From an optimization exercise on the open Yosys and OpenROAD flow, aimed at small area; shortcuts taken in it are not production practice. Function was checked by simulation only, so behaviour that the tests miss may differ from the original. Power and IR drop assume default switching activity.

wip/cedar:
==> flow/design.v (excerpt) <==
module mul_tree_bf16_12(
        input clk,
        input rst,
        input [(4*32-1):0] mul_ins,
        input mul_stb,
        input [1:0] mode,
        output reg [(4*16-1):0] outputs,
        output reg [3:0] final_output_stbs_1
    );
Size: ~2400 cells after synthesis, about 200 I/O pins, about 21000 um2 of cells after synthesis.
Settings: LEC_CHECK=0, CAP_MARGIN=20, CORE_MARGIN=2, CORE_UTILIZATION=65, GPL_TIMING_DRIVEN=0, SLEW_MARGIN=20; clock period 5.5 ns.
standard.sh (not shown) runs the stock make flow with config.mk's settings and CLKGATE_MAP_FILE= SYNTH_SCRIPT=/design/flow/synth_recipe.tcl, a recipe that flattens the netlist after the stock synthesis.
==> flow/flow/run.sh <==
#!/bin/bash
# Layout flow: the standard layout (standard.sh) with
#  - the standard synthesis, then opt_inv.py on its netlist: it flips the
#    polarity of full adders (FA(~a,~b,~c) = ~FA(a,b,c)) where that removes
#    inverters, and absorbs inverters into neighbouring gates (see its
#    docstring); registers and ports are untouched;
#  - buf_1 on the ports (every port is still buffered);
#  - a clock tree built from clkbuf_4/clkbuf_8 without dummy loads.
# Each tool's output goes to a log of its own here (synth.log, opt_inv.log,
# standard.log); ORFS's per-step logs stay under orfs/logs/.
set -euo pipefail
export BUFFER_PORTS_ARGS="-buffer_cell sky130_fd_sc_hd__buf_1"
export CTS_ARGS="-sink_clustering_enable -repair_clock_nets -buf_list {sky130_fd_sc_hd__clkbuf_4 sky130_fd_sc_hd__clkbuf_8} -dont_use_dummy_load"
R=orfs/results/${FLOW_PLATFORM}/mul_tree_bf16_12/base

bash standard.sh synth > synth.log 2>&1
cp "$R/1_2_yosys.v" "$R/1_2_yosys.std.v"
python3 flow/opt_inv.py "$R/1_2_yosys.std.v" "$R/1_2_yosys.v" \
  "$FLOW_HOME/platforms/$FLOW_PLATFORM/lib/sky130_fd_sc_hd__tt_025C_1v80.lib" > opt_inv.log 2>&1
rm -f "$R/1_synth.odb" "$R/1_synth.sdc"
bash standard.sh > standard.log 2>&1
Other scripts of this flow, unchanged in this note and not shown: flow/flow/opt_inv.py
wip/cedar finished all stages; the layout is clean.
For wip/maple, these inputs were changed with respect to wip/cedar:
- clearing GPL_TIMING_DRIVEN, which used to be 0
==> summary.txt <==
Compared to wip/cedar, wip/maple has critical path depth 1 lower.
Setup WNS wip/cedar -> wip/maple: better
Leakage power of the design on wip/maple is behind wip/cedar.
Sequential cell count came out exactly the same in wip/cedar and wip/maple.
Changes observed in wip/maple relative to wip/cedar: total power now smaller, final design area excluding fillers has increased.
Where worst supply voltage drop on vdd is concerned, wip/cedar is better than wip/maple.
Row fmax: wip/maple higher / wip/cedar lower
diff inputs: wip/maple => wip/amber
-- flow/flow/run.sh --
<<< wip/maple, line 6
#    docstring); registers and ports are untouched;
#  - buf_1 on the ports (every port is still buffered);
#  - a clock tree built from clkbuf_4/clkbuf_8 without dummy loads.
>>> wip/amber, line 6
#    docstring); registers and ports are untouched;
#  - a smaller buffer cell on the ports (every port is still buffered);
#  - a clock tree built from clkbuf_4/clkbuf_8 without dummy loads.
<<< wip/maple, line 11
set -euo pipefail
export BUFFER_PORTS_ARGS="-buffer_cell sky130_fd_sc_hd__buf_1"
export CTS_ARGS="-sink_clustering_enable -repair_clock_nets -buf_list {sky130_fd_sc_hd__clkbuf_4 sky130_fd_sc_hd__clkbuf_8} -dont_use_dummy_load"
>>> wip/amber, line 11
set -euo pipefail
export BUFFER_PORTS_ARGS="-buffer_cell sky130_fd_sc_hd__buf_2"
export CTS_ARGS="-sink_clustering_enable -repair_clock_nets -buf_list {sky130_fd_sc_hd__clkbuf_4 sky130_fd_sc_hd__clkbuf_8} -dont_use_dummy_load"
==> summary.txt <==
Between wip/amber and wip/maple, the total length of routed wires does not differ in any meaningful way.
Per the comparison of wip/amber with wip/maple, setup slack after placement went down; antenna diode count higher.
Taking wip/maple as the reference, in wip/amber total power picked up an extra 0.00013 W, final non-filler cell area has increased, area added between synthesis and finish rose by 0.35 points, relative contribution of combinational cells to total power has remained practically unchanged.
The higher met1 usage of wip/amber and wip/maple is in wip/maple.
The inputs of wip/ember differ from those of wip/amber as listed below.
-- flow/flow/run.sh --
<<< wip/amber, line 4
#    polarity of full adders (FA(~a,~b,~c) = ~FA(a,b,c)) where that removes
#    inverters, and absorbs inverters into neighbouring gates (see its
#    docstring); registers and ports are untouched;
#  - a smaller buffer cell on the ports (every port is still buffered);
>>> wip/ember, line 4
#    polarity of full adders (FA(~a,~b,~c) = ~FA(a,b,c)) where that removes
#    inverters; registers and ports are untouched;
#  - a smaller buffer cell on the ports (every port is still buffered);
<<< wip/amber, line 17
cp "$R/1_2_yosys.v" "$R/1_2_yosys.std.v"
python3 flow/opt_inv.py "$R/1_2_yosys.std.v" "$R/1_2_yosys.v" \
  "$FLOW_HOME/platforms/$FLOW_PLATFORM/lib/sky130_fd_sc_hd__tt_025C_1v80.lib" > opt_inv.log 2>&1
rm -f "$R/1_synth.odb" "$R/1_synth.sdc"
>>> wip/ember, line 16
cp "$R/1_2_yosys.v" "$R/1_2_yosys.std.v"
python3 flow/opt_inv.py "$R/1_2_yosys.std.v" "$R/1_2_yosys.v" > opt_inv.log 2>&1
rm -f "$R/1_synth.odb" "$R/1_synth.sdc"
### Flow results
- Compared wip/amber against wip/ember; worst-skew pair later-pin latency within noise.
- Maximum resistive drop on vdd was lower in wip/ember than in wip/amber.
- wip/ember ended up with a lower clock power than wip/amber did.
The inputs of wip/delta differ from those of wip/ember as listed below.
- putting GPL_TIMING_DRIVEN at 0 where nothing was set
-- flow/flow/run.sh --
<<< wip/ember, line 4
#    polarity of full adders (FA(~a,~b,~c) = ~FA(a,b,c)) where that removes
#    inverters; registers and ports are untouched;
#  - a smaller buffer cell on the ports (every port is still buffered);
>>> wip/delta, line 4
#    polarity of full adders (FA(~a,~b,~c) = ~FA(a,b,c)) where that removes
#    inverters, and absorbs inverters into neighbouring gates (see its
#    docstring); registers and ports are untouched;
#  - a smaller buffer cell on the ports (every port is still buffered);
<<< wip/ember, line 16
cp "$R/1_2_yosys.v" "$R/1_2_yosys.std.v"
python3 flow/opt_inv.py "$R/1_2_yosys.std.v" "$R/1_2_yosys.v" > opt_inv.log 2>&1
rm -f "$R/1_synth.odb" "$R/1_synth.sdc"
>>> wip/delta, line 17
cp "$R/1_2_yosys.v" "$R/1_2_yosys.std.v"
python3 flow/opt_inv.py "$R/1_2_yosys.std.v" "$R/1_2_yosys.v" \
  "$FLOW_HOME/platforms/$FLOW_PLATFORM/lib/sky130_fd_sc_hd__tt_025C_1v80.lib" > opt_inv.log 2>&1
rm -f "$R/1_synth.odb" "$R/1_synth.sdc"
## What came out
Against wip/ember, wip/delta comes in 0.82 points lower on fraction of met2 tracks used by global routing.
Diff wip/ember -> wip/delta: register-to-register setup slack now sits lower, time the final worst path needs with I/O delays and setup now larger.

==> re-timing with driven ports <==
In the flow no input, the clock included, has a driving cell. The finished layouts below were timed again as built, in two steps. Step 1 assumes that a clkbuf_16 drives the clock port and a buf_2 every other input. Step 2, shift: input delay + t, output delay - t, t = (earliest + latest rising clock arrival at the registers) / 2. This alone moves slack from input paths to output paths. a / b / c = no drivers / after step 1 / after step 2; a / b = the first two.
| run | shift t [ns] | setup slack, ns | latest minus earliest clock arrival (ns) |
|---|---|---|---|
| wip/cedar | 0.490 | 0.158 / 0.163 / -0.327 | 0.042 / 0.043 |
| wip/maple | 0.496 | 0.242 / 0.242 / -0.148 | 0.025 / 0.025 |
| wip/amber | 0.498 | 0.236 / 0.236 / -0.213 | 0.038 / 0.038 |
| wip/ember | 0.497 | 0.194 / 0.194 / -0.185 | 0.029 / 0.029 |
| wip/delta | 0.508 | 0.152 / 0.172 / -0.336 | 0.025 / 0.025 |
Met with ideal ports but missed after step 2: setup timing in every run listed. For wip/delta, which loses most, drivers alone change the setup slack by +0.020 ns; drivers and shift together by -0.488 ns.
